Context: an optimization exercise on an open-source flow, tuned for small area. The choices shown serve that exercise and are no tape-out recipe.
Function was checked by simulation only, so behaviour that the tests miss may differ from the original.
Power figures rest on the tool's default switching activity, not on a simulated workload.

### flow/run.sh
#!/bin/bash
# synth_recipe.tcl (not shown) runs the flow's synth.tcl, then flattens the netlist and writes it again
# the make line also repeats each setting of config.mk as NAME=value (left out here)
make -C /OpenROAD-flow-scripts/flow DESIGN_CONFIG=/design/flow/config.mk WORK_HOME=/design/flow/orfs CLKGATE_MAP_FILE= SYNTH_SCRIPT=/design/flow/synth_recipe.tcl finish
### flow/config.mk
export PLATFORM = sky130hd
export DESIGN_NAME = fixed_point_divider
export DESIGN_NICKNAME = fixed_point_divider
export VERILOG_FILES = /design/flow/design.v
export SDC_FILE = /design/flow/constraint.sdc
export NUM_CORES = 4
export LEC_CHECK = 0
export CAP_MARGIN = 20
export CORE_MARGIN = 2
export CORE_UTILIZATION = 60
export CTS_BUF_LIST = sky130_fd_sc_hd__clkbuf_8
export SLEW_MARGIN = 20
### flow/constraint.sdc
create_clock -name core_clock -period 10.0 [get_ports {clk}]
set_input_delay 2.0000 -clock core_clock [delete_from_list [all_inputs] [get_ports {clk}]]
set_output_delay 2.0000 -clock core_clock [all_outputs]
set_load 0.01 [all_outputs]
### flow/design.v
`timescale 1ns / 100ps
module fixed_point_divider #(
    IN_WIDTH = 12,
    OUT_WIDTH = 12
) (
    input clk,
    input rst_n,
    input logic din_valid,
    input  logic signed [ IN_WIDTH-1:0] rs1,
    input  logic signed [ IN_WIDTH-1:0] rs2,
    output logic        [OUT_WIDTH-1:0] rd,
    output logic                        dout_valid
);
  logic [21:0] vld;
  always_ff @(posedge clk or negedge rst_n) begin
    if (!rst_n) begin
      vld <= '0;
      dout_valid <= 1'b0;
    end else begin
      vld <= {vld[20:0], din_valid};
      dout_valid <= vld[21];
    end
  end
  function automatic [11:0] step(input [11:0] t, input [10:0] B);
    logic [11:0] bw;
    logic [10:0] d, r;
    logic q;
    bw[0] = 1'b0;
    for (int i = 0; i < 11; i++) begin
      d[i] = t[i] ^ B[i] ^ bw[i];
      bw[i+1] = (~t[i] & B[i]) | (~(t[i] ^ B[i]) & bw[i]);
    end
    q = t[11] | ~bw[11];
    for (int i = 0; i < 11; i++) r[i] = q ? d[i] : t[i];
    step = {q, r};
  endfunction
  wire [10:0] a = rs1[10:0];
  wire [10:0] b = rs2[10:0];
  wire [10:0] A0 = rs1[11] ? 11'(-a) : a;
  wire [10:0] B0 = rs2[11] ? 11'(-b) : b;
  wire sat = ({1'b0, A0[10:1]} >= B0);
  wire [11:0] s0 = step({1'b0, A0}, B0);
  wire [10:0] r1 = sat ? B0 : s0[10:0];
  logic [10:0] r_p1;
  logic [10:0] B_p1;
  logic [0:0] q_p1;
  always_ff @(posedge clk) begin
    r_p1 <= r1;
    B_p1 <= B0;
    q_p1 <= s0[11];
  end
  wire [11:0] s1 = step({r_p1, 1'b0}, B_p1);
  wire [10:0] r2 = s1[10:0];
  wire [1:0] q1 = {q_p1, s1[11]};
  wire [11:0] s2 = step({r2, 1'b0}, B_p1);
  wire [10:0] r3 = s2[10:0];
  wire [2:0] q2 = {q1, s2[11]};
  logic [10:0] r_p2;
  logic [10:0] B_p2;
  logic [2:0] q_p2;
  always_ff @(posedge clk) begin
    r_p2 <= r3;
    B_p2 <= B_p1;
    q_p2 <= q2;
  end
  wire [11:0] s3 = step({r_p2, 1'b0}, B_p2);
  wire [10:0] r4 = s3[10:0];
  wire [3:0] q3 = {q_p2, s3[11]};
  wire [11:0] s4 = step({r4, 1'b0}, B_p2);
  wire [10:0] r5 = s4[10:0];
  wire [4:0] q4 = {q3, s4[11]};
  logic [10:0] r_p3;
  logic [10:0] B_p3;
  logic [4:0] q_p3;
  always_ff @(posedge clk) begin
    r_p3 <= r5;
    B_p3 <= B_p2;
    q_p3 <= q4;
  end
  wire [11:0] s5 = step({r_p3, 1'b0}, B_p3);
  wire [10:0] r6 = s5[10:0];
  wire [5:0] q5 = {q_p3, s5[11]};
  wire [11:0] s6 = step({r6, 1'b0}, B_p3);
  wire [10:0] r7 = s6[10:0];
  wire [6:0] q6 = {q5, s6[11]};
  logic [10:0] r_p4;
  logic [10:0] B_p4;
  logic [6:0] q_p4;
  always_ff @(posedge clk) begin
    r_p4 <= r7;
    B_p4 <= B_p3;
    q_p4 <= q6;
  end
  wire [11:0] s7 = step({r_p4, 1'b0}, B_p4);
  wire [10:0] r8 = s7[10:0];
  wire [7:0] q7 = {q_p4, s7[11]};
  wire [11:0] s8 = step({r8, 1'b0}, B_p4);
  wire [10:0] r9 = s8[10:0];
  wire [8:0] q8 = {q7, s8[11]};
  logic [10:0] r_p5;
  logic [10:0] B_p5;
  logic [8:0] q_p5;
  always_ff @(posedge clk) begin
    r_p5 <= r9;
    B_p5 <= B_p4;
    q_p5 <= q8;
  end
  wire [11:0] s9 = step({r_p5, 1'b0}, B_p5);
  wire [10:0] r10 = s9[10:0];
  wire [9:0] q9 = {q_p5, s9[11]};
  wire [11:0] s10 = step({r10, 1'b0}, B_p5);
  wire [10:0] r11 = s10[10:0];
  wire [10:0] q10 = {q9, s10[11]};
  logic [10:0] r_p6;
  logic [10:0] B_p6;
  logic [10:0] q_p6;
  always_ff @(posedge clk) begin
    r_p6 <= r11;
    B_p6 <= B_p5;
    q_p6 <= q10;
  end
  wire [11:0] s11 = step({r_p6, 1'b0}, B_p6);
  wire [10:0] r12 = s11[10:0];
  wire [11:0] q11 = {q_p6, s11[11]};
  logic [11:0] q_p7;
  always_ff @(posedge clk) begin
    q_p7 <= q11;
  end
  logic [11:0] dl[15];
  always_ff @(posedge clk) begin
    dl[0] <= q_p7;
    for (int i = 1; i < 15; i++) dl[i] <= dl[i-1];
    rd <= dl[14];
  end
endmodule
==> results.rst, run 1 <==
.. list-table::
   :header-rows: 1

   * - Metric
     - Value
   * - CTS tree
     - built
   * - Fraction of final layout cells with drive strength greater than 1
     - 20.1%
   * - Root buffer cell
     - sky130_fd_sc_hd__clkbuf_8
   * - Count of buffers from port buffering
     - 39
   * - Status
     - timing/DRC/antenna clean
   * - Element type at the critical path end
     - flip-flop
   * - Count of hold buffers inserted by post-cts repair
     - 0
   * - Data required time at the worst endpoint
     - 10.47 ns
   * - Power per standard cell area
     - 397 nW/um^2
   * - Number of primary I/O pins
     - 40
   * - Worst R2R End
     - r_p6[9]
   * - Clock latency on the worst-skew pair
     - 0.60 ns
   * - Clock edge transition at the registers on the reported setup and hold paths
     - 0.06 ns
   * - Global-route usage over all layers
     - 18.4%
   * - Area grow syn2layout
     - 16.1%
   * - Max FO, Critical Path
     - 11
   * - Peak Freq
     - 0.104 GHz
   * - Leakage power figure
     - 6.58 nW
   * - Post-synthesis async set-or-reset flop share
     - 5.82%
   * - Layout Nets
     - 1,147
   * - Worst supply voltage drop on vdd
     - 0.235 mV
   * - Post-route antenna net violation count
     - 0
   * - Startpoint types
     - flip-flop
   * - Number of max-cap violations
     - 0
   * - Critical path data arrival time
     - 10.08 ns
   * - Die Ht
     - 151 um
   * - DRT Wirelength
     - 18,800 um
   * - Critical setup path kind
     - reg -> reg
   * - Vias
     - 6,248
   * - Violation count after the first detailed-route iteration
     - 190
   * - Placed wire-length estimate after detailed placement
     - 13,800 um
   * - Warnings from Yosys
     - 2
   * - End point of the worst hold path
     - dl[1][6]
   * - Cells after synthesis
     - 887
   * - Antenna diode count
     - 0
   * - Slowest cell on the critical path
     - sky130_fd_sc_hd__fa_1
   * - Mux contribution to synthesized area
     - 9.09%
   * - Largest stage delay on the critical path
     - 0.42 ns
   * - Wire per inst
     - 14.4 um
   * - Worst Hold Path Cells
     - 0
   * - Number of buffer and inverter instances along the worst setup path
     - 2
   * - Area of the die
     - 22,800 sq um
   * - Worst Tran Pin Value
     - 0.956 ns
   * - Number of remaining DRC errors
     - 0
   * - Mapped Nets
     - 1,047
   * - Worst R2R Path Depth
     - 27
   * - Number of clock sinks
     - 395
   * - Slew Viols, Final
     - 0
   * - Via count of the first global-routing pass
     - 7,003
   * - Post-synthesis register bit count
     - 395
   * - Critical hold path startpoint
     - dl[0][6]
   * - Largest net degree at the start of global routing
     - 24
   * - Initial antenna violation count
     - 0
   * - Xor/xnor share of the synthesized area
     - 1.27%
   * - Post-synth top flop
     - sky130_fd_sc_hd__dfxtp_1
   * - Htree depth
     - 2
   * - Post-synthesis adder-cell area fraction
     - 19.2%
   * - Setup-violating endpoint count in the final report
     - 0
   * - Die X
     - 151 um
   * - Placeable core region
     - 21,100 sq um
   * - GRT overflow
     - 0
   * - Post-synthesis share of cell area spent on and, or, nand and nor gates
     - 1.94%
   * - Maximum root-to-sink buffer count
     - 3
   * - Number of buffers created by CTS
     - 57
   * - Number of synthesized flops with an enable pin
     - 0
   * - Minimum clock period
     - 9.61 ns
   * - Placer congestion estimate
     - 0.821
   * - Headroom to the max-slew limit
     - 36.1%
   * - Count of different cell masters after synthesis
     - 39
   * - Avg Synthesized Cell Area
     - 14.6 sq um
   * - Post-Route Hold Slack
     - 0.289 ns
   * - Register-to-register setup slack
     - 0.39 ns
   * - RSZ-0062 raised after global routing
     - false
   * - Worst hold-check path type
     - reg -> reg
   * - Placement row count
     - 53
   * - Post-synthesis instance area
     - 13,000 sq um
   * - Synth Area in Compound Gates
     - 2.97%
   * - Startpoint of the most critical register-to-register path
     - B_p5[0]
   * - Crit path max-delay family
     - adder cells
   * - Starting density of the core
     - 61.5%
   * - Number of hold-slack violations in the final timing report
     - 0
   * - Share of the yosys chip area belonging to registers
     - 61.9%
   * - Postcts setup bufs
     - 0
   * - Most used cell, CP
     - sky130_fd_sc_hd__fa_1
   * - Final period utilization
     - 96.1%
   * - Setup TNS
     - 0 ns
   * - Length of the first detailed-routing pass in iterations
     - 4
   * - First-pass GRT wire length
     - 33,200 um
   * - Dominant combinational cell family by area after synthesis
     - adder cells
   * - Setup Skew
     - 0.0359 ns
   * - Per-cell via count in the routed design
     - 4.78
   * - Resized Gates After CTS
     - 0
## Yosys cell counts (all sizes together) (7+ instances only)
| master | instances | area [sq um] |
|---|---|---|
| nand2 | 15 | 56.3 |
| a21o | 8 | 60.1 |
| o21ai | 18 | 93.8 |
| mux2 | 94 | 1060 |
| xnor2 | 10 | 87.6 |
| dfxtp | 372 | 7450 |
| dfrtp | 23 | 576 |
| ha | 23 | 288 |
| inv | 109 | 409 |
| a21oi | 13 | 65.1 |
| nor2 | 29 | 114 |
| mux2i | 12 | 120 |
| fa | 110 | 2200 |
| buf | 7 | 35.0 |
| xor2 | 8 | 77.6 |
## routing by layer
layer	part of all wire (%)	wire length [um]	vias up	GRT usage (%)
li1	-	-	3018	-
met1	46	8640	3094	24.6
met2	48	9070	96	30.4
met3	3.7	693	40	3.58
met4	2.2	421	0	6.36
met5	0	0	-	0
## how the worst max path moves through the flow
stage,from,endpoint,slack [ns],cells past startpoint
after floorplan,B_p2[0],r_p3[2],0.55,28
after global placement,B_p2[0],r_p3[4],0.64,27
after detailed placement,B_p5[0],r_p6[7],0.48,27
after CTS,B_p5[0],r_p6[9],0.45,27
after global routing,B_p5[0],r_p6[9],0.09,27
final,B_p5[0],r_p6[9],0.39,27
## metrics by stage
step	worst slack (ns)	utilization (%)	cells	area (sq um)	power, mW
final	0.392	71.3	1307	15000	5.97
after global routing	0.0901	71.3	1307	15000	6.49
after CTS	0.451	71.3	1306	15000	6.06
after detailed placement	0.476	65.1	1202	13700	4.65
after global placement	0.640	65.1	1202	13700	4.58
after floorplan	0.552	-	887	13000	4.04
## placed cells by master (no fill, tap or decap), types with 3 or more instances in the layout
master and n:
sky130_fd_sc_hd__buf_4 13, sky130_fd_sc_hd__a21o_1 8, sky130_fd_sc_hd__o31ai_1 4, sky130_fd_sc_hd__mux2i_1 12, sky130_fd_sc_hd__bufinv_16 3, sky130_fd_sc_hd__mux2_2 93, sky130_fd_sc_hd__o21ai_0 17, sky130_fd_sc_hd__clkinv_2 8
sky130_fd_sc_hd__a21oi_1 13, sky130_fd_sc_hd__dfxtp_1 372, sky130_fd_sc_hd__fa_1 110, sky130_fd_sc_hd__ha_1 23, sky130_fd_sc_hd__nor2_1 27, sky130_fd_sc_hd__xor2_1 7, sky130_fd_sc_hd__inv_1 120, sky130_fd_sc_hd__nand2_1 15
sky130_fd_sc_hd__clkbuf_8 77, sky130_fd_sc_hd__a22oi_1 5, sky130_fd_sc_hd__a211oi_1 4, sky130_fd_sc_hd__dfrtp_1 23, sky130_fd_sc_hd__xnor2_1 10, sky130_fd_sc_hd__clkdlybuf4s50_1 39, sky130_fd_sc_hd__nand2b_1 3
## sequential cells by signal, summed over array words and instances (netlist names), 12 cells and up
name  count
dl      180
q_p7     12
rd       12
vld      22
## power breakdown
group / internal [mW] / switching (mW)
logic: 1.20 / 1.03
clock network: 0.775 / 0.581
registers: 2.18 / 0.204
total: 4.15 / 1.82
## kinds of logic (layout without fill, tap and decap cells)
logic type	after synthesis	after routing
simple gates	55	55
buf+inv	122	267
flops	395	395
xor+xnor	18	18
compound gates	58	58
mux	106	106
fa+ha+maj	133	133
## area by class of cell
cell class | count | area [sq um]
Sequential cell | 395 | 8020
Fill cell | 1400 | 6050
Multi-Input combinational cell | 370 | 4470
Clock buffer | 77 | 1060
Timing Repair Buffer | 52 | 488
Inverter | 111 | 417
Tap cell | 275 | 344
Clock inverter | 27 | 239
==> inputs of run 2 (changes only) <==
--- a/flow/config.mk
+++ b/flow/config.mk
@@ -11,2 +11,4 @@
 export CTS_BUF_LIST = sky130_fd_sc_hd__clkbuf_8
+export CTS_CLUSTER_DIAMETER = 50
+export CTS_CLUSTER_SIZE = 20
 export SLEW_MARGIN = 20
==> results.rst, run 2 <==
.. list-table::
   :header-rows: 1

   * - Metric
     - Value
   * - Worst R2R Path Depth
     - 27 (unchanged)
   * - Number of hold-slack violations in the final timing report
     - 0 (unchanged)
   * - Setup TNS
     - 0 ns (unchanged)
   * - Data required time at the worst endpoint
     - 10.44 ns (was 10.47 ns)
   * - Most common library cells after synthesis
     - sky130_fd_sc_hd__dfxtp_1 (372), sky130_fd_sc_hd__fa_1 (110), sky130_fd_sc_hd__inv_1 (108) (unchanged)
   * - Final cell area excluding filler cells
     - 14,500 sq um (was 15,000 sq um)
   * - Share of the yosys chip area belonging to registers
     - 61.9% (unchanged)
   * - Startpoint of the most critical register-to-register path
     - B_p5[0] (unchanged)
   * - Fraction of final layout cells with drive strength greater than 1
     - 17.2% (was 20.1%)
   * - Starting density of the core
     - 61.5% (unchanged)
   * - Post-synth top flop
     - sky130_fd_sc_hd__dfxtp_1 (unchanged)
   * - Htree depth
     - 2 (unchanged)
   * - End point of the worst hold path
     - dl[3][11] (was dl[1][6])
   * - Placement row count
     - 53 (unchanged)
   * - Flip-flop count of the largest register after layout
     - 180 (unchanged)
   * - Avg Synthesized Cell Area
     - 14.6 sq um (unchanged)
   * - Count of different cell masters after synthesis
     - 39 (unchanged)
   * - Number of buffers created by CTS
     - 34 (was 57)
   * - Worst supply voltage drop on vdd
     - 0.233 mV (was 0.235 mV)
   * - Design internal power
     - 3.78 mW (was 4.15 mW)
   * - Library cell with the largest summed area after synthesis
     - sky130_fd_sc_hd__dfxtp_1 (unchanged)
   * - Share of Yosys cell area claimed by the top area cell type
     - 57.5% (unchanged)
   * - Beginning of the critical path
     - B_p5[0] (unchanged)
   * - Leakage power figure
     - 6.23 nW (was 6.58 nW)
   * - Die X
     - 151 um (unchanged)
   * - Peak Freq
     - 0.104 GHz (about the same)
   * - Sw frac
     - 32.0% (was 30.5%)
   * - First-pass GRT wire length
     - 32,400 um (was 33,200 um)
   * - Logic pwr share
     - 40.1% (was 37.4%)
   * - Most frequent cells in the layout
     - sky130_fd_sc_hd__dfxtp_1 (372), sky130_fd_sc_hd__inv_1 (111), sky130_fd_sc_hd__fa_1 (110), sky130_fd_sc_hd__mux2_2 (93), sky130_fd_sc_hd__clkdlybuf4s50_1 (39) (was sky130_fd_sc_hd__dfxtp_1 (372), sky130_fd_sc_hd__inv_1 (120), sky130_fd_sc_hd__fa_1 (110), sky130_fd_sc_hd__mux2_2 (93), sky130_fd_sc_hd__clkbuf_8 (77))
   * - Overall power consumption
     - 5.56 mW (was 5.97 mW)
   * - Global-route usage over all layers
     - 18.0% (was 18.4%)
   * - Setup Skew
     - 0.0259 ns (was 0.0359 ns)
   * - Area occupied by registers
     - 8020 sq um (unchanged)
   * - Via count of the first global-routing pass
     - 6,734 (was 7,003)
   * - Number of remaining DRC errors
     - 0 (unchanged)
   * - Power per standard cell area
     - 384 nW/um^2 (was 397 nW/um^2)
   * - Register with the most flip-flops
     - dl (unchanged)
   * - Number of synthesized flops with an enable pin
     - 0 (unchanged)
   * - Layout Nets
     - 1,124 (was 1,147)
   * - Flop pwr share
     - 42.8% (was 39.9%)
   * - Slew Viols, Final
     - 0 (unchanged)
   * - Status
     - timing/DRC/antenna clean (unchanged)
   * - Worst R2R End
     - r_p6[7] (was r_p6[9])
   * - Post-synthesis register bit count
     - 395 (unchanged)
   * - Initial antenna violation count
     - 0 (unchanged)
   * - Max FO, Critical Path
     - 11 (unchanged)
   * - Largest net degree at the start of global routing
     - 24 (unchanged)
   * - Final core utilization
     - 68.7% (was 71.3%)
   * - Root buffer cell
     - sky130_fd_sc_hd__clkbuf_8 (unchanged)
   * - Vias
     - 6,067 (was 6,248)
   * - Headroom to the max-slew limit
     - 36.6% (was 36.1%)
   * - Minimum clock period
     - 9.63 ns (was 9.61 ns)
   * - Maximum root-to-sink buffer count
     - 3 (unchanged)
   * - Area grow syn2layout
     - 11.7% (was 16.1%)
   * - Count of filler cells inserted in the layout
     - 1,478 (was 1,400)
   * - Register-to-register setup slack
     - 0.37 ns (was 0.39 ns)
   * - Length of the first detailed-routing pass in iterations
     - 5 (was 4)
   * - Critical path data arrival time
     - 10.07 ns (was 10.08 ns)
   * - Cells after synthesis
     - 887 (unchanged)
   * - Wire per inst
     - 14.6 um (was 14.4 um)
   * - Critical hold path startpoint
     - dl[2][11] (was dl[0][6])
   * - Area taken by multi-input logic gates
     - 4470 sq um (unchanged)
   * - Resized Gates After CTS
     - 0 (unchanged)
   * - Count of hold buffers inserted by post-cts repair
     - 0 (unchanged)
   * - Critical setup path kind
     - reg -> reg (unchanged)
   * - Area of the die
     - 22,800 sq um (unchanged)
   * - Clock latency on the worst-skew pair
     - 0.54 ns (was 0.60 ns)
   * - Post-synthesis instance area
     - 13,000 sq um (unchanged)
   * - Placed wire-length estimate after detailed placement
     - 13,800 um (unchanged)
   * - Placer congestion estimate
     - 0.821 (unchanged)
   * - Cells taking the most area after synthesis
     - sky130_fd_sc_hd__dfxtp_1 (57%), sky130_fd_sc_hd__fa_1 (17%), sky130_fd_sc_hd__mux2_2 (8.1%) (unchanged)
   * - Worst hold-check path type
     - reg -> reg (unchanged)
   * - Die Ht
     - 151 um (unchanged)
   * - Post-synthesis async set-or-reset flop share
     - 5.82% (unchanged)
   * - Placeable core region
     - 21,100 sq um (unchanged)
   * - Post-route antenna net violation count
     - 0 (unchanged)
   * - Element type at the critical path end
     - flip-flop (unchanged)
   * - Clock edge transition at the registers on the reported setup and hold paths
     - 0.10 ns (was 0.06 ns)
   * - GRT overflow
     - 0 (unchanged)
   * - Mapped Nets
     - 1,047 (unchanged)
   * - Leading cell type by number of instances after synthesis
     - sky130_fd_sc_hd__dfxtp_1 (unchanged)
   * - Per-cell via count in the routed design
     - 4.81 (was 4.78)
   * - Number of clock sinks
     - 395 (unchanged)
   * - Postcts setup bufs
     - 0 (unchanged)
   * - Count of buffers from port buffering
     - 39 (unchanged)
   * - Net switching power
     - 1.78 mW (was 1.82 mW)
   * - Number of max-cap violations
     - 0 (unchanged)
   * - Startpoint types
     - flip-flop (unchanged)
   * - Setup-violating endpoint count in the final report
     - 0 (unchanged)
   * - Placed cell areas
     - 13,700 sq um (unchanged)
   * - Violation count after the first detailed-route iteration
     - 224 (was 190)
   * - Warnings from Yosys
     - 2 (unchanged)
   * - DRT Wirelength
     - 18,400 um (was 18,800 um)
   * - Worst Tran Pin Value
     - 0.948 ns (was 0.956 ns)
   * - Antenna diode count
     - 0 (unchanged)
   * - CTS tree
     - built (unchanged)
   * - Worst Hold Path Cells
     - 0 (unchanged)
   * - Part of the total power dissipated in the clock network
     - 17.2% (was 22.7%)
   * - Number of primary I/O pins
     - 40 (unchanged)
   * - Largest registers
     - dl: 180 flops, vld: 22 flops (unchanged)
   * - Most common cell after layout, fill and taps aside
     - sky130_fd_sc_hd__dfxtp_1 (unchanged)
   * - RSZ-0062 raised after global routing
     - false (unchanged)
   * - Final period utilization
     - 96.3% (was 96.1%)
run 2: changes by cell type in the layout (fill, tap and decap cells not counted), sizes merged:
cell	change
clkbuf	-40
clkinv	-6
clkinvlp	+3
bufinv	-2
inv	-1
run 2: layout make-up:
class | count | share of cell area, %
Multi-Input combinational cell | 370 | 30.9
Inverter | 111 | 2.88
Clock buffer | 37 | 3.52
Clock inverter | 21 | 1.58
Timing Repair Buffer | 52 | 3.37
Sequential cell | 395 | 55.4
Tap cell | 275 | 2.38
run 2: cell families (layout without fill, tap and decap cells):
family                   after synthesis  in the layout  synth area share (%)
flip-flops                           395            395                  61.9
adder cells (fa/ha/maj)              133            133                  19.2
buffers and inverters                122            221                  3.60
multiplexers                         106            106                  9.09
AO/OA/AOI/OAI                         58             58                  2.97
AND/OR/NAND/NOR                       55             55                  1.94
XOR/XNOR                              18             18                  1.27
run 2: power groups by stage:
| stage | logic (mW) | clock network (mW) | registers, mW |
|---|---|---|---|
| finish | 2.23 | 0.954 | 2.38 |
| global route | 2.57 | 1.05 | 2.44 |
| CTS | 2.26 | 0.989 | 2.39 |
| detailed placement | 2.23 | 0 | 2.42 |
| global placement | 2.17 | 0 | 2.41 |
| floorplan | 1.68 | 0 | 2.35 |
run 2: worst max path at each step:
stage and to:
2_1_floorplan r_p3[2], 3_3_place_gp r_p3[4], 3_5_place_dp r_p6[7], 4_1_cts r_p6[7]
5_1_grt r_p6[3], 6_report r_p6[7]
run 2: per-layer routing:
layer / up-vias / global-route usage [%] / part of all wire [%]
li1: 2954 / - / -
met3: 34 / 3.80 / 4.0
met4: 0 / 5.79 / 2.0
met5: - / 0 / 0
met1: 2987 / 24.5 / 47
met2: 92 / 29.3 / 47
run 2: stage by stage:
stage	std cells	worst slack, ns	hold slack, ns
floorplan	887	0.552	0.310
global placement	1202	0.640	0.310
detailed placement	1202	0.476	0.312
CTS	1260	0.445	0.329
global route	1261	0.0851	0.327
finish	1261	0.371	0.330
run 2: worst max-delay path, cell delays in order, from the launching register on:
cell,delay [ns]
sky130_fd_sc_hd__dfxtp_1,0.42
sky130_fd_sc_hd__fa_1,0.20
sky130_fd_sc_hd__inv_1,0.06
sky130_fd_sc_hd__fa_1,0.38
sky130_fd_sc_hd__fa_1,0.41
sky130_fd_sc_hd__fa_1,0.40
sky130_fd_sc_hd__fa_1,0.39
sky130_fd_sc_hd__fa_1,0.39
sky130_fd_sc_hd__fa_1,0.40
sky130_fd_sc_hd__fa_1,0.40
sky130_fd_sc_hd__fa_1,0.43
sky130_fd_sc_hd__fa_1,0.37
sky130_fd_sc_hd__nor2_1,0.31
sky130_fd_sc_hd__nor2_1,0.10
sky130_fd_sc_hd__fa_1,0.40
sky130_fd_sc_hd__fa_1,0.40
sky130_fd_sc_hd__fa_1,0.41
sky130_fd_sc_hd__fa_1,0.39
sky130_fd_sc_hd__fa_1,0.39
sky130_fd_sc_hd__fa_1,0.40
sky130_fd_sc_hd__fa_1,0.40
sky130_fd_sc_hd__fa_1,0.39
sky130_fd_sc_hd__fa_1,0.39
sky130_fd_sc_hd__fa_1,0.39
sky130_fd_sc_hd__a21o_1,0.18
sky130_fd_sc_hd__a21oi_1,0.15
sky130_fd_sc_hd__buf_4,0.22
sky130_fd_sc_hd__mux2_2,0.36
==> inputs of run 3 (changes only) <==
--- a/flow/config.mk
+++ b/flow/config.mk
@@ -11,4 +11,4 @@
 export CTS_BUF_LIST = sky130_fd_sc_hd__clkbuf_8
-export CTS_CLUSTER_DIAMETER = 50
-export CTS_CLUSTER_SIZE = 20
+export CTS_CLUSTER_DIAMETER = 60
+export CTS_CLUSTER_SIZE = 24
 export SLEW_MARGIN = 20
==> results.rst, run 3 <==
.. list-table::
   :header-rows: 1

   * - Metric
     - Value
   * - Setup TNS
     - 0 ns (unchanged)
   * - Startpoint types
     - flip-flop (unchanged)
   * - Count of buffers from port buffering
     - 39 (unchanged)
   * - Number of max-cap violations
     - 0 (unchanged)
   * - Count of different cell masters after synthesis
     - 39 (unchanged)
   * - Element type at the critical path end
     - flip-flop (unchanged)
   * - Per-cell via count in the routed design
     - 4.85 (was 4.81)
   * - Flip-flop count of the largest register after layout
     - 180 (unchanged)
   * - Cells taking the most area after synthesis
     - sky130_fd_sc_hd__dfxtp_1 (57%), sky130_fd_sc_hd__fa_1 (17%), sky130_fd_sc_hd__mux2_2 (8.1%) (unchanged)
   * - Worst hold-check path type
     - reg -> reg (unchanged)
   * - Headroom to the max-slew limit
     - 36.2% (was 36.6%)
   * - Area of the die
     - 22,800 sq um (unchanged)
   * - Worst R2R Path Depth
     - 27 (unchanged)
   * - Post-synth top flop
     - sky130_fd_sc_hd__dfxtp_1 (unchanged)
   * - Startpoint of the most critical register-to-register path
     - B_p5[0] (unchanged)
   * - Placeable core region
     - 21,100 sq um (unchanged)
   * - First-pass GRT wire length
     - 31,500 um (was 32,400 um)
   * - Placement row count
     - 53 (unchanged)
   * - Starting density of the core
     - 61.5% (unchanged)
   * - Most common cell after layout, fill and taps aside
     - sky130_fd_sc_hd__dfxtp_1 (unchanged)
   * - Register-to-register setup slack
     - 0.36 ns (was 0.37 ns)
   * - Antenna diode count
     - 0 (unchanged)
   * - Power per standard cell area
     - 374 nW/um^2 (was 384 nW/um^2)
   * - Leading cell type by number of instances after synthesis
     - sky130_fd_sc_hd__dfxtp_1 (unchanged)
   * - Critical Path Sink
     - r_p6[2] (was r_p6[7])
   * - Number of synthesized flops with an enable pin
     - 0 (unchanged)
   * - Wire per inst
     - 14.5 um (was 14.6 um)
   * - Placed wire-length estimate after detailed placement
     - 13,800 um (unchanged)
   * - Clock latency on the worst-skew pair
     - 0.57 ns (was 0.54 ns)
   * - Length of the first detailed-routing pass in iterations
     - 4 (was 5)
   * - Number of primary I/O pins
     - 40 (unchanged)
   * - Placed cell areas
     - 13,700 sq um (unchanged)
   * - Final Non-Filler Cells
     - 1,236 (was 1,261)
   * - Critical path data arrival time
     - 10.09 ns (was 10.07 ns)
   * - Number of placed instances with taps included
     - 1,202 (unchanged)
   * - Layout Nets
     - 1,111 (was 1,124)
   * - Maximum root-to-sink buffer count
     - 3 (unchanged)
   * - Largest registers
     - dl: 180 flops, vld: 22 flops (unchanged)
   * - CTS tree
     - built (unchanged)
   * - Share of Yosys cell area claimed by the top area cell type
     - 57.5% (unchanged)
   * - Via count of the first global-routing pass
     - 6,568 (was 6,734)
   * - Clock edge transition at the registers on the reported setup and hold paths
     - 0.13 ns (was 0.10 ns)
   * - Global-route usage over all layers
     - 17.3% (was 18.0%)
   * - Final period utilization
     - 96.4% (was 96.3%)
   * - Area grow syn2layout
     - 9.25% (was 11.7%)
   * - Post-synthesis async set-or-reset flop share
     - 5.82% (unchanged)
   * - Post-synthesis register bit count
     - 395 (unchanged)
   * - Beginning of the critical path
     - B_p5[0] (unchanged)
   * - Htree depth
     - 1 (was 2)
   * - Share of the yosys chip area belonging to registers
     - 61.9% (unchanged)
   * - Final cell area excluding filler cells
     - 14,200 sq um (was 14,500 sq um)
   * - DRT Wirelength
     - 17,900 um (was 18,400 um)
   * - RSZ-0062 raised after global routing
     - false (unchanged)
   * - Leakage power figure
     - 6.08 nW (was 6.23 nW)
   * - Largest net degree at the start of global routing
     - 26 (was 24)
   * - Number of remaining DRC errors
     - 0 (unchanged)
   * - Placer congestion estimate
     - 0.821 (unchanged)
   * - Worst supply voltage drop on vdd
     - 0.275 mV (was 0.233 mV)
   * - Die X
     - 151 um (unchanged)
   * - Setup Skew
     - 0.0319 ns (was 0.0259 ns)
   * - Vias
     - 5,989 (was 6,067)
   * - Initial antenna violation count
     - 0 (unchanged)
   * - Minimum clock period
     - 9.64 ns (was 9.63 ns)
   * - Status
     - timing/DRC/antenna clean (unchanged)
   * - Cells after synthesis
     - 887 (unchanged)
   * - Data required time at the worst endpoint
     - 10.45 ns (was 10.44 ns)
   * - Postcts setup bufs
     - 0 (unchanged)
   * - Avg Synthesized Cell Area
     - 14.6 sq um (unchanged)
   * - Count of hold buffers inserted by post-cts repair
     - 0 (unchanged)
   * - Register with the most flip-flops
     - dl (unchanged)
   * - Worst R2R End
     - r_p6[2] (was r_p6[7])
   * - Number of clock sinks
     - 395 (unchanged)
   * - Violation count after the first detailed-route iteration
     - 207 (was 224)
   * - Root buffer cell
     - sky130_fd_sc_hd__clkbuf_8 (unchanged)
   * - Fraction of final layout cells with drive strength greater than 1
     - 15.3% (was 17.2%)
   * - Library cell with the largest summed area after synthesis
     - sky130_fd_sc_hd__dfxtp_1 (unchanged)
   * - Max FO, Critical Path
     - 11 (unchanged)
   * - Setup-violating endpoint count in the final report
     - 0 (unchanged)
   * - Post-route antenna net violation count
     - 0 (unchanged)
   * - Mapped Nets
     - 1,047 (unchanged)
   * - Peak Freq
     - 0.104 GHz (about the same)
   * - Post-synthesis instance area
     - 13,000 sq um (unchanged)
   * - Number of buffers created by CTS
     - 22 (was 34)
   * - Slew Viols, Final
     - 0 (unchanged)
   * - Die Ht
     - 151 um (unchanged)
   * - Resized Gates After CTS
     - 0 (unchanged)
   * - Most frequent cells in the layout
     - sky130_fd_sc_hd__dfxtp_1 (372), sky130_fd_sc_hd__inv_1 (110), sky130_fd_sc_hd__fa_1 (110), sky130_fd_sc_hd__mux2_2 (93), sky130_fd_sc_hd__clkdlybuf4s50_1 (39) (was sky130_fd_sc_hd__dfxtp_1 (372), sky130_fd_sc_hd__inv_1 (111), sky130_fd_sc_hd__fa_1 (110), sky130_fd_sc_hd__mux2_2 (93), sky130_fd_sc_hd__clkdlybuf4s50_1 (39))
   * - Worst Tran Pin Value
     - 0.955 ns (was 0.948 ns)
   * - Count of filler cells inserted in the layout
     - 1,505 (was 1,478)
   * - GRT overflow
     - 0 (unchanged)
   * - Number of hold-slack violations in the final timing report
     - 0 (unchanged)
   * - Most common library cells after synthesis
     - sky130_fd_sc_hd__dfxtp_1 (372), sky130_fd_sc_hd__fa_1 (110), sky130_fd_sc_hd__inv_1 (108) (unchanged)
   * - Final core utilization
     - 67.1% (was 68.7%)
   * - Critical setup path kind
     - reg -> reg (unchanged)
   * - Warnings from Yosys
     - 2 (unchanged)
[run 3: cell counts after synthesis]
No cell type changed its count.
[run 3: metal layers]
| layer | vias to the layer above | part of all wire, % | GRT usage, % |
|---|---|---|---|
| met5 | - | 0 | 0 |
| met4 | 0 | 1.6 | 4.11 |
| met3 | 29 | 3.3 | 2.89 |
| met2 | 71 | 48 | 28.9 |
| met1 | 2978 | 47 | 24.1 |
| li1 | 2911 | - | - |
[run 3: how the worst min path moves through the flow]
stage | from | endpoint | slack, ns | cells after the start
4_1_cts | dl[10][3] | dl[11][3] | 0.32 | 0
6_report | q_p6[3] | q_p7[4] | 0.32 | 0
2_1_floorplan | q_p7[0] | dl[0][0] | 0.31 | 0
5_1_grt | q_p2[1] | q_p3[3] | 0.33 | 0
3_3_place_gp | dl[2][3] | dl[3][3] | 0.31 | 0
3_5_place_dp | q_p7[0] | dl[0][0] | 0.31 | 0
[run 3: worst max-delay path: stages (launching register included)]
cell and delay, ns:
sky130_fd_sc_hd__dfxtp_1 0.42, sky130_fd_sc_hd__fa_1 0.20, sky130_fd_sc_hd__inv_1 0.06, sky130_fd_sc_hd__fa_1 0.38, sky130_fd_sc_hd__fa_1 0.41, sky130_fd_sc_hd__fa_1 0.40
sky130_fd_sc_hd__fa_1 0.39, sky130_fd_sc_hd__fa_1 0.39, sky130_fd_sc_hd__fa_1 0.41, sky130_fd_sc_hd__fa_1 0.40, sky130_fd_sc_hd__fa_1 0.43, sky130_fd_sc_hd__fa_1 0.37
sky130_fd_sc_hd__nor2_1 0.31, sky130_fd_sc_hd__nor2_1 0.10, sky130_fd_sc_hd__fa_1 0.40, sky130_fd_sc_hd__fa_1 0.40, sky130_fd_sc_hd__fa_1 0.41, sky130_fd_sc_hd__fa_1 0.39
sky130_fd_sc_hd__fa_1 0.39, sky130_fd_sc_hd__fa_1 0.40, sky130_fd_sc_hd__fa_1 0.40, sky130_fd_sc_hd__fa_1 0.39, sky130_fd_sc_hd__fa_1 0.39, sky130_fd_sc_hd__fa_1 0.39
sky130_fd_sc_hd__a21o_1 0.18, sky130_fd_sc_hd__a21oi_1 0.15, sky130_fd_sc_hd__buf_4 0.22, sky130_fd_sc_hd__mux2_2 0.35
[run 3: cell families after synthesis]
| group | after synthesis | share of synthesized area [%] |
|---|---|---|
| buffers and inverters | 122 | 3.60 |
| multiplexers | 106 | 9.09 |
| AO/OA/AOI/OAI | 58 | 2.97 |
| XOR/XNOR | 18 | 1.27 |
| flip-flops | 395 | 61.9 |
| AND/OR/NAND/NOR | 55 | 1.94 |
| adder cells (fa/ha/maj) | 133 | 19.2 |
[run 3: final cells by class]
cell class              count  area [sq um]  share of cell area (%)
inverters                 111           417                    2.94
repair buffers             51           480                    3.39
flip-flops and latches    395          8020                    56.7
clock inverters            12           119                   0.840
clock buffers              22           303                    2.14
multi-input cells         370          4470                    31.6
well taps                 275           344                    2.43
[run 3: per-stage QoR]
| stage | total power [mW] | hold WS, ns | setup WS, ns |
|---|---|---|---|
| floorplan | 4.04 | 0.310 | 0.552 |
| global placement | 4.58 | 0.310 | 0.640 |
| detailed placement | 4.65 | 0.312 | 0.476 |
| CTS | 5.37 | 0.324 | 0.436 |
| global route | 5.79 | 0.327 | 0.0753 |
| finish | 5.30 | 0.320 | 0.361 |
[run 3: power breakdown]
part	internal [mW]	switching (mW)
sequential	2.17	0.202
clock	0.246	0.452
combinational	1.20	1.03
total	3.62	1.68
==> inputs of run 4 (changes only) <==
--- a/flow/config.mk
+++ b/flow/config.mk
@@ -10,5 +10,5 @@
 export CORE_UTILIZATION = 60
-export CTS_BUF_LIST = sky130_fd_sc_hd__clkbuf_8
-export CTS_CLUSTER_DIAMETER = 60
-export CTS_CLUSTER_SIZE = 24
+export CTS_BUF_LIST = sky130_fd_sc_hd__clkbuf_4 sky130_fd_sc_hd__clkbuf_8
+export CTS_CLUSTER_DIAMETER = 40
+export CTS_CLUSTER_SIZE = 16
 export SLEW_MARGIN = 20
==> results.rst, run 4 <==
.. list-table::
   :header-rows: 1

   * - Metric
     - Value
   * - Status
     - timing/DRC/antenna clean (unchanged)
   * - Slew Viols, Final
     - 0 (unchanged)
   * - Element type at the critical path end
     - flip-flop (unchanged)
   * - Leakage power figure
     - 6.28 nW (was 6.08 nW)
   * - Post-synthesis instance area
     - 13,000 sq um (unchanged)
   * - Worst Hold Path Cells
     - 0 (unchanged)
   * - RSZ-0062 raised after global routing
     - false (unchanged)
   * - Leading cell type by number of instances after synthesis
     - sky130_fd_sc_hd__dfxtp_1 (unchanged)
   * - DRT Wirelength
     - 18,400 um (was 17,900 um)
   * - Critical setup path kind
     - reg -> reg (unchanged)
   * - Headroom to the max-slew limit
     - 36.5% (was 36.2%)
   * - Area of the die
     - 22,800 sq um (unchanged)
   * - Post-synthesis async set-or-reset flop share
     - 5.82% (unchanged)
   * - GRT overflow
     - 0 (unchanged)
   * - Data required time at the worst endpoint
     - 10.46 ns (was 10.45 ns)
   * - Number of buffers created by CTS
     - 38 (was 22)
   * - Max FO, Critical Path
     - 11 (unchanged)
   * - Worst Tran Pin Value
     - 0.949 ns (was 0.955 ns)
   * - Via count of the first global-routing pass
     - 6,742 (was 6,568)
   * - Worst R2R Path Depth
     - 27 (unchanged)
   * - Post-route antenna net violation count
     - 0 (unchanged)
   * - Final core utilization
     - 69.0% (was 67.1%)
   * - Avg Synthesized Cell Area
     - 14.6 sq um (unchanged)
   * - Per-cell via count in the routed design
     - 4.79 (was 4.85)
   * - Cells after synthesis
     - 887 (unchanged)
   * - Share of the yosys chip area belonging to registers
     - 61.9% (unchanged)
   * - Clock edge transition at the registers on the reported setup and hold paths
     - 0.09 ns (was 0.13 ns)
   * - Violation count after the first detailed-route iteration
     - 238 (was 207)
   * - Wire per inst
     - 14.5 um (about the same)
   * - Startpoint types
     - flip-flop (unchanged)
   * - Critical path data arrival time
     - 10.08 ns (was 10.09 ns)
   * - Post-synth top flop
     - sky130_fd_sc_hd__dfxtp_1 (unchanged)
   * - Global-route usage over all layers
     - 18.1% (was 17.3%)
   * - Worst hold-check path type
     - reg -> reg (unchanged)
   * - Maximum root-to-sink buffer count
     - 3 (unchanged)
   * - Share of Yosys cell area claimed by the top area cell type
     - 57.5% (unchanged)
   * - Number of remaining DRC errors
     - 0 (unchanged)
   * - Number of max-cap violations
     - 0 (unchanged)
   * - Resized Gates After CTS
     - 0 (unchanged)
   * - Number of clock sinks
     - 395 (unchanged)
   * - Peak Freq
     - 0.104 GHz (about the same)
   * - Flip-flop count of the largest register after layout
     - 180 (unchanged)
   * - Placement row count
     - 53 (unchanged)
   * - First-pass GRT wire length
     - 32,500 um (was 31,500 um)
   * - Register with the most flip-flops
     - dl (unchanged)
   * - Fraction of final layout cells with drive strength greater than 1
     - 18.3% (was 15.3%)
   * - Area grow syn2layout
     - 12.2% (was 9.25%)
   * - Length of the first detailed-routing pass in iterations
     - 4 (unchanged)
   * - Clock latency on the worst-skew pair
     - 0.57 ns (about the same)
   * - Setup-violating endpoint count in the final report
     - 0 (unchanged)
   * - Minimum clock period
     - 9.62 ns (was 9.64 ns)
   * - Placeable core region
     - 21,100 sq um (unchanged)
   * - Most frequent cells in the layout
     - sky130_fd_sc_hd__dfxtp_1 (372), sky130_fd_sc_hd__fa_1 (110), sky130_fd_sc_hd__inv_1 (108), sky130_fd_sc_hd__mux2_2 (93), sky130_fd_sc_hd__clkdlybuf4s50_1 (39) (was sky130_fd_sc_hd__dfxtp_1 (372), sky130_fd_sc_hd__inv_1 (110), sky130_fd_sc_hd__fa_1 (110), sky130_fd_sc_hd__mux2_2 (93), sky130_fd_sc_hd__clkdlybuf4s50_1 (39))
   * - Count of different cell masters after synthesis
     - 39 (unchanged)
   * - Final period utilization
     - 96.2% (was 96.4%)
   * - Warnings from Yosys
     - 2 (unchanged)
   * - Count of filler cells inserted in the layout
     - 1,465 (was 1,505)
   * - Most common cell after layout, fill and taps aside
     - sky130_fd_sc_hd__dfxtp_1 (unchanged)
   * - Library cell with the largest summed area after synthesis
     - sky130_fd_sc_hd__dfxtp_1 (unchanged)
   * - Antenna diode count
     - 0 (unchanged)
   * - CTS tree
     - built (unchanged)
   * - Placed wire-length estimate after detailed placement
     - 13,800 um (unchanged)
   * - Vias
     - 6,081 (was 5,989)
   * - Mapped Nets
     - 1,047 (unchanged)
   * - Number of synthesized flops with an enable pin
     - 0 (unchanged)
   * - Root buffer cell
     - sky130_fd_sc_hd__clkbuf_8 (unchanged)
   * - Worst supply voltage drop on vdd
     - 0.233 mV (was 0.275 mV)
   * - Placer congestion estimate
     - 0.821 (unchanged)
   * - Starting density of the core
     - 61.5% (unchanged)
   * - Setup Skew
     - 0.0229 ns (was 0.0319 ns)
   * - Largest net degree at the start of global routing
     - 24 (was 26)
   * - Register-to-register setup slack
     - 0.38 ns (was 0.36 ns)
   * - Postcts setup bufs
     - 0 (unchanged)
   * - Cells taking the most area after synthesis
     - sky130_fd_sc_hd__dfxtp_1 (57%), sky130_fd_sc_hd__fa_1 (17%), sky130_fd_sc_hd__mux2_2 (8.1%) (unchanged)
   * - Die X
     - 151 um (unchanged)
   * - Largest registers
     - dl: 180 flops, vld: 22 flops (unchanged)
   * - Number of hold-slack violations in the final timing report
     - 0 (unchanged)
   * - Count of hold buffers inserted by post-cts repair
     - 0 (unchanged)
   * - Initial antenna violation count
     - 0 (unchanged)
   * - Post-synthesis register bit count
     - 395 (unchanged)
   * - Setup TNS
     - 0 ns (unchanged)
   * - Die Ht
     - 151 um (unchanged)
   * - Number of primary I/O pins
     - 40 (unchanged)
   * - Htree depth
     - 2 (was 1)
   * - Layout Nets
     - 1,128 (was 1,111)
   * - Count of buffers from port buffering
     - 39 (unchanged)
   * - Most common library cells after synthesis
     - sky130_fd_sc_hd__dfxtp_1 (372), sky130_fd_sc_hd__fa_1 (110), sky130_fd_sc_hd__inv_1 (108) (unchanged)
   * - Power per standard cell area
     - 386 nW/um^2 (was 374 nW/um^2)
## run 4: cell type report
class                           instances  area [sq um]  share of cell area, %
Clock inverter                         21           218                   1.50
Tap cell                              275           344                   2.37
Multi-Input combinational cell        370          4470                   30.7
Inverter                              111           417                   2.87
Timing Repair Buffer                   52           488                   3.36
Sequential cell                       395          8020                   55.2
Clock buffer                           46           583                   4.01
## run 4: logic make-up after synthesis
kind of cell,after synthesis,synth area share (%)
buf+inv,122,3.60
flops,395,61.9
mux,106,9.09
fa+ha+maj,133,19.2
xor+xnor,18,1.27
simple gates,55,1.94
compound gates,58,2.97
## run 4: routing by layer
layer  share of wire [%]  GRT usage, %
met1                  47          24.7
met2                  47          29.2
met3                 4.2          3.83
met4                 2.2          6.36
met5                   0             0
## run 4: per-stage QoR
stage / power, mW / setup WS (ns) / instance area [sq um] / std cells / hold slack [ns]
6_report: 5.61 / 0.384 / 14500 / 1270 / 0.314
5_1_grt: 6.12 / 0.0865 / 14500 / 1270 / 0.327
4_1_cts: 5.69 / 0.457 / 14500 / 1269 / 0.320
3_5_place_dp: 4.65 / 0.476 / 13700 / 1202 / 0.312
3_3_place_gp: 4.58 / 0.640 / 13700 / 1202 / 0.310
2_1_floorplan: 4.04 / 0.552 / 13000 / 887 / 0.310
## run 4: final timing paths
kind                          start        to
max in group asynchronous     rst_n    vld[0]
min in group asynchronous     rst_n   vld[16]
min                        dl[3][2]  dl[4][2]
min reg2reg                dl[3][2]  dl[4][2]
max reg2reg                 B_p5[0]   r_p6[7]
max                         B_p5[0]   r_p6[7]
## run 4: report_power, final
| part | leakage (nW) | total [mW] | internal [mW] | switching [mW] |
|---|---|---|---|---|
| logic | 2.47 | 2.23 | 1.20 | 1.03 |
| clock network | 0.423 | 1.00 | 0.448 | 0.553 |
| registers | 3.39 | 2.38 | 2.18 | 0.203 |
## run 4: worst max-delay path: stages (launching register included)
cell                      delay [ns]
sky130_fd_sc_hd__dfxtp_1        0.41
sky130_fd_sc_hd__fa_1           0.19
sky130_fd_sc_hd__inv_1          0.05
sky130_fd_sc_hd__fa_1           0.38
sky130_fd_sc_hd__fa_1           0.41
sky130_fd_sc_hd__fa_1           0.40
sky130_fd_sc_hd__fa_1           0.39
sky130_fd_sc_hd__fa_1           0.39
sky130_fd_sc_hd__fa_1           0.41
sky130_fd_sc_hd__fa_1           0.40
sky130_fd_sc_hd__fa_1           0.42
sky130_fd_sc_hd__fa_1           0.37
sky130_fd_sc_hd__nor2_1         0.31
sky130_fd_sc_hd__nor2_1         0.10
sky130_fd_sc_hd__fa_1           0.40
sky130_fd_sc_hd__fa_1           0.40
sky130_fd_sc_hd__fa_1           0.41
sky130_fd_sc_hd__fa_1           0.39
sky130_fd_sc_hd__fa_1           0.39
sky130_fd_sc_hd__fa_1           0.40
sky130_fd_sc_hd__fa_1           0.40
sky130_fd_sc_hd__fa_1           0.39
sky130_fd_sc_hd__fa_1           0.39
sky130_fd_sc_hd__fa_1           0.39
sky130_fd_sc_hd__a21o_1         0.18
sky130_fd_sc_hd__a21oi_1        0.15
sky130_fd_sc_hd__buf_4          0.23
sky130_fd_sc_hd__mux2_2         0.36
==> inputs of run 5 (changes only) <==
--- a/flow/config.mk
+++ b/flow/config.mk
@@ -10,5 +10,5 @@
 export CORE_UTILIZATION = 60
-export CTS_BUF_LIST = sky130_fd_sc_hd__clkbuf_4 sky130_fd_sc_hd__clkbuf_8
-export CTS_CLUSTER_DIAMETER = 40
-export CTS_CLUSTER_SIZE = 16
+export CTS_BUF_LIST = sky130_fd_sc_hd__clkbuf_16
+export CTS_CLUSTER_DIAMETER = 80
+export CTS_CLUSTER_SIZE = 30
 export SLEW_MARGIN = 20
==> results.rst, run 5 <==
.. list-table::
   :header-rows: 1

   * - Metric
     - Value
   * - Per-cell via count in the routed design
     - 4.85 (was 4.79)
   * - Starting density of the core
     - 61.5% (unchanged)
   * - Area taken by multi-input logic gates
     - 4470 sq um (about the same)
   * - Placement row count
     - 53 (unchanged)
   * - Maximum root-to-sink buffer count
     - 3 (unchanged)
   * - Number of hold-slack violations in the final timing report
     - 0 (unchanged)
   * - Count of hold buffers inserted by post-cts repair
     - 0 (unchanged)
   * - Largest registers
     - dl: 180 flops, vld: 22 flops (unchanged)
   * - Count of buffers from port buffering
     - 39 (unchanged)
   * - First-pass GRT wire length
     - 31,800 um (was 32,500 um)
   * - Length of the first detailed-routing pass in iterations
     - 4 (unchanged)
   * - Postcts setup bufs
     - 0 (unchanged)
   * - Post-route antenna net violation count
     - 0 (unchanged)
   * - Global-route usage over all layers
     - 17.5% (was 18.1%)
   * - Area of the die
     - 22,800 sq um (unchanged)
   * - Area grow syn2layout
     - 10.3% (was 12.2%)
   * - Die Ht
     - 151 um (unchanged)
   * - Setup-violating endpoint count in the final report
     - 0 (unchanged)
   * - Setup Skew
     - 0.0363 ns (was 0.0229 ns)
   * - Final period utilization
     - 96.2% (about the same)
   * - CTS tree
     - built (unchanged)
   * - Number of buffers created by CTS
     - 18 (was 38)
   * - Root buffer cell
     - sky130_fd_sc_hd__clkbuf_16 (was sky130_fd_sc_hd__clkbuf_8)
   * - Post-synth top flop
     - sky130_fd_sc_hd__dfxtp_1 (unchanged)
   * - Number of max-cap violations
     - 0 (unchanged)
   * - Warnings from Yosys
     - 2 (unchanged)
   * - Antenna diode count
     - 0 (unchanged)
   * - Minimum clock period
     - 9.62 ns (about the same)
   * - Peak Freq
     - 0.104 GHz (about the same)
   * - Violation count after the first detailed-route iteration
     - 258 (was 238)
   * - Power per standard cell area
     - 379 nW/um^2 (was 386 nW/um^2)
   * - Worst supply voltage drop on vdd
     - 0.229 mV (was 0.233 mV)
   * - Leading cell type by number of instances after synthesis
     - sky130_fd_sc_hd__dfxtp_1 (unchanged)
   * - Register with the most flip-flops
     - dl (unchanged)
   * - Wire per inst
     - 14.7 um (was 14.5 um)
   * - Number of clock sinks
     - 395 (unchanged)
   * - RSZ-0062 raised after global routing
     - false (unchanged)
   * - Number of remaining DRC errors
     - 0 (unchanged)
   * - Slowest cell on the critical path
     - sky130_fd_sc_hd__fa_1 (unchanged)
   * - Largest net degree at the start of global routing
     - 32 (was 24)
   * - Htree depth
     - 1 (was 2)
   * - GRT overflow
     - 0 (unchanged)
   * - Post-synthesis instance area
     - 13,000 sq um (unchanged)
   * - Most common cell after layout, fill and taps aside
     - sky130_fd_sc_hd__dfxtp_1 (unchanged)
   * - Worst hold-check path type
     - reg -> reg (unchanged)
   * - Fraction of final layout cells with drive strength greater than 1
     - 14.6% (was 18.3%)
   * - Setup TNS
     - 0 ns (unchanged)
   * - Mapped Nets
     - 1,047 (unchanged)
   * - Flip-flop count of the largest register after layout
     - 180 (unchanged)
   * - DRT Wirelength
     - 18,100 um (was 18,400 um)
   * - Placed cell areas
     - 13,700 sq um (unchanged)
   * - Library cell with the largest summed area after synthesis
     - sky130_fd_sc_hd__dfxtp_1 (unchanged)
   * - Layout Nets
     - 1,108 (was 1,128)
   * - Slew Viols, Final
     - 0 (unchanged)
   * - Data required time at the worst endpoint
     - 10.42 ns (was 10.46 ns)
   * - Crit path max-delay family
     - adder cells (unchanged)
   * - Resized Gates After CTS
     - 0 (unchanged)
   * - Via count of the first global-routing pass
     - 6,555 (was 6,742)
   * - Most frequent cells in the layout
     - sky130_fd_sc_hd__dfxtp_1 (372), sky130_fd_sc_hd__inv_1 (111), sky130_fd_sc_hd__fa_1 (110), sky130_fd_sc_hd__mux2_2 (93), sky130_fd_sc_hd__clkdlybuf4s50_1 (39) (was sky130_fd_sc_hd__dfxtp_1 (372), sky130_fd_sc_hd__fa_1 (110), sky130_fd_sc_hd__inv_1 (108), sky130_fd_sc_hd__mux2_2 (93), sky130_fd_sc_hd__clkdlybuf4s50_1 (39))
   * - Placed wire-length estimate after detailed placement
     - 13,800 um (unchanged)
   * - Most common library cells after synthesis
     - sky130_fd_sc_hd__dfxtp_1 (372), sky130_fd_sc_hd__fa_1 (110), sky130_fd_sc_hd__inv_1 (108) (unchanged)
   * - Headroom to the max-slew limit
     - 51.9% (was 36.5%)
   * - Die X
     - 151 um (unchanged)
   * - Share of Yosys cell area claimed by the top area cell type
     - 57.5% (unchanged)
   * - Cells taking the most area after synthesis
     - sky130_fd_sc_hd__dfxtp_1 (57%), sky130_fd_sc_hd__fa_1 (17%), sky130_fd_sc_hd__mux2_2 (8.1%) (unchanged)
   * - Critical setup path kind
     - reg -> reg (unchanged)
   * - Final cell area excluding filler cells
     - 14,300 sq um (was 14,500 sq um)
   * - Clock edge transition at the registers on the reported setup and hold paths
     - 0.10 ns (was 0.09 ns)
   * - Largest stage delay on the critical path
     - 0.43 ns (was 0.42 ns)
   * - Clock latency on the worst-skew pair
     - 0.52 ns (was 0.57 ns)
   * - Cells after synthesis
     - 887 (unchanged)
   * - Placeable core region
     - 21,100 sq um (unchanged)
   * - Max FO, Critical Path
     - 11 (unchanged)
   * - Area occupied by registers
     - 8020 sq um (unchanged)
   * - Share of the yosys chip area belonging to registers
     - 61.9% (unchanged)
   * - Number of synthesized flops with an enable pin
     - 0 (unchanged)
   * - Element type at the critical path end
     - flip-flop (unchanged)
   * - Count of filler cells inserted in the layout
     - 1,475 (was 1,465)
   * - Post-synthesis async set-or-reset flop share
     - 5.82% (unchanged)
   * - Placer congestion estimate
     - 0.821 (unchanged)
   * - Vias
     - 5,960 (was 6,081)
   * - Number of primary I/O pins
     - 40 (unchanged)
   * - Status
     - timing/DRC/antenna clean (unchanged)
   * - Most used cell, CP
     - sky130_fd_sc_hd__fa_1 (unchanged)
   * - Post-synthesis register bit count
     - 395 (unchanged)
   * - Number of buffer and inverter instances along the worst setup path
     - 2 (unchanged)
   * - Count of different cell masters after synthesis
     - 39 (unchanged)
   * - Critical path data arrival time
     - 10.04 ns (was 10.08 ns)
   * - Leakage power figure
     - 6.13 nW (was 6.28 nW)
   * - Initial antenna violation count
     - 0 (unchanged)
   * - Avg Synthesized Cell Area
     - 14.6 sq um (unchanged)
   * - Startpoint types
     - flip-flop (unchanged)
   * - Worst Tran Pin Value
     - 0.721 ns (was 0.949 ns)
run 5: cell counts after synthesis:
No cell type changed its count.
run 5: worst register-to-register path: cells and delay by family, from the launching register on:
family	cells	cell delay, ns
adders and majority gates	20	7.73
muxes	1	0.36
and+or+nand+nor	2	0.40
AOI/OAI and AO/OA	2	0.34
DFF	1	0.42
buffers and inverters	2	0.27
run 5: layout make-up:
cell class                 count  area share (%)
sequential                   395            56.1
multi-input combinational    370            31.3
timing repair buffer          52            3.47
clock buffer                  18            3.15
inverter                     111            2.92
tap                          275            2.41
clock inverter                 9           0.630
run 5: power by group:
group	switching [mW]	internal, mW	total, mW
clock	0.467	0.344	0.811
combinational	1.03	1.20	2.23
sequential	0.202	2.17	2.38
total	1.70	3.72	5.42
run 5: stage by stage:
step / power (mW) / std cells / hold slack [ns] / utilization (%) / worst slack [ns]
after floorplan: 4.04 / 887 / 0.310 / - / 0.552
after global placement: 4.58 / 1202 / 0.310 / 65.1 / 0.640
after detailed placement: 4.65 / 1202 / 0.312 / 65.1 / 0.476
after CTS: 5.49 / 1229 / 0.314 / 67.7 / 0.443
after global routing: 5.91 / 1230 / 0.307 / 67.8 / 0.0846
final: 5.42 / 1230 / 0.316 / 67.8 / 0.377
run 5: cells by family after synthesis:
| family | synth area share, % |
|---|---|
| adders and majority gates | 19.2 |
| and+or+nand+nor | 1.94 |
| AOI/OAI and AO/OA | 2.97 |
| xor gates and xnor gates | 1.27 |
| buffers and inverters | 3.60 |
| muxes | 9.09 |
| DFF | 61.9 |
run 5: metal layers:
layer	GRT usage (%)	up-vias	wire (um)	share of wire, %
met1	24.5	2958	8580	47
met3	2.38	30	501	2.8
met2	29.4	65	8640	48
li1	-	2907	-	-
met4	4.07	0	362	2.0
met5	0	-	0	0
run 5: final timing paths:
path / start / to / slack [ns] / depth (start not counted)
max: B_p5[0] / r_p6[7] / 0.38 / 27
min: vld[0] / vld[1] / 0.32 / 0
max reg2reg: B_p5[0] / r_p6[7] / 0.38 / 27
min reg2reg: vld[0] / vld[1] / 0.32 / 0
max in group asynchronous: rst_n / vld[11] / 7.86 / 2
min in group asynchronous: rst_n / vld[4] / 1.73 / 1
==> inputs of run 6 (changes only) <==
--- a/flow/config.mk
+++ b/flow/config.mk
@@ -9,6 +9,3 @@
 export CORE_MARGIN = 2
-export CORE_UTILIZATION = 60
-export CTS_BUF_LIST = sky130_fd_sc_hd__clkbuf_16
-export CTS_CLUSTER_DIAMETER = 80
-export CTS_CLUSTER_SIZE = 30
+export CORE_UTILIZATION = 40
 export SLEW_MARGIN = 20
==> results.rst, run 6 <==
.. list-table::
   :header-rows: 1

   * - Metric
     - Value
   * - Status
     - timing/DRC/antenna clean (unchanged)
   * - First-pass GRT wire length
     - 31,700 um (was 31,800 um)
   * - Setup Skew
     - 0.0372 ns (was 0.0363 ns)
   * - Number of max-cap violations
     - 0 (unchanged)
   * - Violation count after the first detailed-route iteration
     - 241 (was 258)
   * - Startpoint of the most critical register-to-register path
     - B_p3[0] (was B_p5[0])
   * - Most common cell after layout, fill and taps aside
     - sky130_fd_sc_hd__dfxtp_1 (unchanged)
   * - RSZ-0062 raised after global routing
     - false (unchanged)
   * - Area occupied by registers
     - 8020 sq um (unchanged)
   * - Smallest setup slack after layout
     - 0.368 ns (was 0.377 ns)
   * - Post-route antenna net violation count
     - 0 (unchanged)
   * - Wire per inst
     - 13.4 um (was 14.7 um)
   * - Share of the yosys chip area belonging to registers
     - 61.9% (unchanged)
   * - Minimum clock period
     - 9.63 ns (was 9.62 ns)
   * - Slew Viols, Final
     - 0 (unchanged)
   * - Startpoint types
     - flip-flop (unchanged)
   * - Critical path data arrival time
     - 10.02 ns (was 10.04 ns)
   * - Max FO, Critical Path
     - 11 (unchanged)
   * - Register-to-register setup slack
     - 0.37 ns (was 0.38 ns)
   * - Most common library cells after synthesis
     - sky130_fd_sc_hd__dfxtp_1 (372), sky130_fd_sc_hd__fa_1 (110), sky130_fd_sc_hd__inv_1 (108) (unchanged)
   * - Post-synthesis register bit count
     - 395 (unchanged)
   * - Post-synthesis instance area
     - 13,000 sq um (unchanged)
   * - Resized Gates After CTS
     - 0 (unchanged)
   * - Slowest cell on the critical path
     - sky130_fd_sc_hd__dfxtp_1 (was sky130_fd_sc_hd__fa_1)
   * - Global-route usage over all layers
     - 11.9% (was 17.5%)
   * - Worst Tran Pin Value
     - 0.457 ns (was 0.721 ns)
   * - Via count of the first global-routing pass
     - 6,514 (was 6,555)
   * - Vias
     - 6,036 (was 5,960)
   * - Antenna diode count
     - 0 (unchanged)
   * - Avg Synthesized Cell Area
     - 14.6 sq um (unchanged)
   * - Post-synth top flop
     - sky130_fd_sc_hd__dfxtp_1 (unchanged)
   * - GRT overflow
     - 0 (unchanged)
   * - Critical hold path startpoint
     - dl[0][6] (was vld[0])
   * - Cells after synthesis
     - 887 (unchanged)
   * - Worst supply voltage drop on vdd
     - 0.181 mV (was 0.229 mV)
   * - Placeable core region
     - 31,700 sq um (was 21,100 sq um)
   * - Placement row count
     - 65 (was 53)
   * - Count of hold buffers inserted by post-cts repair
     - 0 (unchanged)
   * - DRT Wirelength
     - 18,700 um (was 18,100 um)
   * - Data required time at the worst endpoint
     - 10.39 ns (was 10.42 ns)
   * - Worst Hold Path Cells
     - 0 (unchanged)
   * - Final period utilization
     - 96.3% (was 96.2%)
   * - Headroom to the max-slew limit
     - 68.7% (was 51.9%)
   * - Placed wire-length estimate after detailed placement
     - 13,900 um (was 13,800 um)
   * - Power per standard cell area
     - 393 nW/um^2 (was 379 nW/um^2)
   * - Area grow syn2layout
     - 16.9% (was 10.3%)
   * - Count of buffers from port buffering
     - 39 (unchanged)
   * - Peak Freq
     - 0.104 GHz (about the same)
   * - Root buffer cell
     - sky130_fd_sc_hd__clkbuf_16 (unchanged)
   * - Postcts setup bufs
     - 0 (unchanged)
   * - Warnings from Yosys
     - 2 (unchanged)
   * - Number of buffers created by CTS
     - 39 (was 18)
   * - Fraction of final layout cells with drive strength greater than 1
     - 17.9% (was 14.6%)
   * - CTS tree
     - built (unchanged)
   * - Starting density of the core
     - 40.9% (was 61.5%)
   * - Critical setup path kind
     - reg -> reg (unchanged)
   * - Per-cell via count in the routed design
     - 4.32 (was 4.85)
   * - Area taken by multi-input logic gates
     - 4470 sq um (about the same)
   * - Largest net degree at the start of global routing
     - 24 (was 32)
   * - Met1 Routed Length
     - 8600 um (was 8580 um)
   * - Number of hold-slack violations in the final timing report
     - 0 (unchanged)
   * - Share of Yosys cell area claimed by the top area cell type
     - 57.5% (unchanged)
   * - Library cell with the largest summed area after synthesis
     - sky130_fd_sc_hd__dfxtp_1 (unchanged)
   * - Area of the die
     - 33,900 sq um (was 22,800 sq um)
   * - Setup-violating endpoint count in the final report
     - 0 (unchanged)
   * - Cells taking the most area after synthesis
     - sky130_fd_sc_hd__dfxtp_1 (57%), sky130_fd_sc_hd__fa_1 (17%), sky130_fd_sc_hd__mux2_2 (8.1%) (unchanged)
   * - Setup TNS
     - 0 ns (unchanged)
   * - Clock edge transition at the registers on the reported setup and hold paths
     - 0.06 ns (was 0.10 ns)
   * - Number of primary I/O pins
     - 40 (unchanged)
   * - Leakage power figure
     - 6.48 nW (was 6.13 nW)
   * - Leading cell type by number of instances after synthesis
     - sky130_fd_sc_hd__dfxtp_1 (unchanged)
   * - Number of clock sinks
     - 395 (unchanged)
   * - Die X
     - 184 um (was 151 um)
   * - Clock latency on the worst-skew pair
     - 0.54 ns (was 0.52 ns)
   * - Count of filler cells inserted in the layout
     - 2,738 (was 1,475)
   * - Register with the most flip-flops
     - dl (unchanged)
   * - Initial antenna violation count
     - 0 (unchanged)
   * - Maximum root-to-sink buffer count
     - 3 (unchanged)
   * - Layout Nets
     - 1,129 (was 1,108)
   * - Post-synthesis async set-or-reset flop share
     - 5.82% (unchanged)
   * - Routed length on met3
     - 659 um (was 501 um)
   * - Number of synthesized flops with an enable pin
     - 0 (unchanged)
   * - End point of the worst hold path
     - dl[1][6] (was vld[1])
   * - Number of remaining DRC errors
     - 0 (unchanged)
   * - Largest stage delay on the critical path
     - 0.43 ns (about the same)
   * - Worst R2R Path Depth
     - 27 (unchanged)
   * - Die Ht
     - 184 um (was 151 um)
   * - Element type at the critical path end
     - flip-flop (unchanged)
   * - Top metal layer carrying routed signals
     - met4 (unchanged)
   * - Count of different cell masters after synthesis
     - 39 (unchanged)
   * - Flip-flop count of the largest register after layout
     - 180 (unchanged)
   * - Worst R2R End
     - r_p4[9] (was r_p6[7])
   * - Length of the first detailed-routing pass in iterations
     - 4 (unchanged)
   * - Worst hold-check path type
     - reg -> reg (unchanged)
   * - Mapped Nets
     - 1,047 (unchanged)
   * - Most used cell, CP
     - sky130_fd_sc_hd__fa_1 (unchanged)
   * - Setup slack at placement
     - 0.402 ns (was 0.476 ns)
   * - Placer congestion estimate
     - 0.760 (was 0.821)
   * - Most frequent cells in the layout
     - sky130_fd_sc_hd__dfxtp_1 (372), sky130_fd_sc_hd__fa_1 (110), sky130_fd_sc_hd__inv_1 (108), sky130_fd_sc_hd__mux2_2 (93), sky130_fd_sc_hd__clkbuf_16 (39) (was sky130_fd_sc_hd__dfxtp_1 (372), sky130_fd_sc_hd__inv_1 (111), sky130_fd_sc_hd__fa_1 (110), sky130_fd_sc_hd__mux2_2 (93), sky130_fd_sc_hd__clkdlybuf4s50_1 (39))
   * - Htree depth
     - 2 (was 1)
   * - Largest registers
     - dl: 180 flops, vld: 22 flops (unchanged)
   * - Met2 wire length
     - 9020 um (was 8640 um)
## run 6: cell counts after synthesis
Identical to the previous run, type by type.
## run 6: through the flow
step / total power [mW] / util [%] / hold WS (ns) / instances / area (sq um)
finish: 5.95 / 47.8 / 0.293 / 1398 / 15100
global route: 6.48 / 47.8 / 0.305 / 1398 / 15100
CTS: 6.07 / 47.8 / 0.292 / 1398 / 15200
detailed placement: 4.64 / 43.8 / 0.312 / 1330 / 13900
global placement: 4.60 / 43.8 / 0.310 / 1330 / 13900
floorplan: 4.04 / - / 0.310 / 887 / 13000
## run 6: metal layers
metal	track usage [%]	vias up
met5	0	-
met2	20.1	81
met4	4.00	0
met3	2.63	37
met1	15.0	2948
li1	-	2970
## run 6: worst max-delay path by stage
| stage | start | to | slack, ns | cells past startpoint |
|---|---|---|---|---|
| 4_1_cts | B_p3[0] | r_p4[9] | 0.32 | 27 |
| 5_1_grt | B_p3[0] | r_p4[9] | 0.01 | 27 |
| 3_3_place_gp | B_p3[0] | r_p4[9] | 0.39 | 27 |
| 6_report | B_p3[0] | r_p4[9] | 0.37 | 27 |
| 3_5_place_dp | B_p3[0] | r_p4[9] | 0.40 | 27 |
| 2_1_floorplan | B_p2[0] | r_p3[2] | 0.55 | 28 |
## run 6: power by group
part / total, mW / internal (mW) / leakage (nW) / switching [mW]
sequential: 2.37 / 2.18 / 3.39 / 0.190
clock: 1.38 / 0.786 / 0.620 / 0.591
combinational: 2.20 / 1.18 / 2.47 / 1.02
## run 6: kinds of logic (layout without fill, tap and decap cells)
family / after synthesis / count (layout) / share of synthesized area (%)
fa+ha+maj: 133 / 133 / 19.2
compound gates: 58 / 58 / 2.97
flops: 395 / 395 / 61.9
xor+xnor: 18 / 18 / 1.27
mux: 106 / 106 / 9.09
buf+inv: 122 / 231 / 3.60
simple gates: 55 / 55 / 1.94
## run 6: critical path, delay by kind of cell (launching register included)
kind	cells	cell delay, ns
fa+ha+maj	20	7.78
flops	1	0.43
buf+inv	2	0.27
mux	1	0.36
simple gates	2	0.33
compound gates	2	0.30
## run 6: final cells by class
cell class / count / share of cell area [%]
multi-input cells: 370 / 29.5
clock inverters: 16 / 1.02
inverters: 111 / 2.75
clock buffers: 52 / 7.23
well taps: 402 / 3.32
flip-flops and latches: 395 / 53.0
repair buffers: 52 / 3.19

==> what the ideal ports hide <==
No port has a modelled driver above. Below, the same layouts with a new extraction and two added sets of constraints. Step 1 sets driving cells, clkbuf_16 on the clock port and buf_2 on the other inputs (assumed; they add their load-dependent delay and slew). Step 2 times the ports against the registers' clock, not the clock port: input delays grow and output delays shrink by t, the midpoint of the rising clock arrivals with the driver on. Three values: no drivers, after step 1, after step 2; two values: the first two.
| run | t (ns) | setup WS [ns] |
|---|---|---|
| run 1 | 0.626 | 0.392 / 0.392 / 0.392 |
| run 2 | 0.569 | 0.371 / 0.371 / 0.371 |
| run 3 | 0.590 | 0.361 / 0.361 / 0.361 |
| run 4 | 0.598 | 0.384 / 0.384 / 0.384 |
| run 5 | 0.546 | 0.377 / 0.377 / 0.377 |
| run 6 | 0.564 | 0.368 / 0.368 / 0.368 |
After both steps every run listed still meets setup and hold.
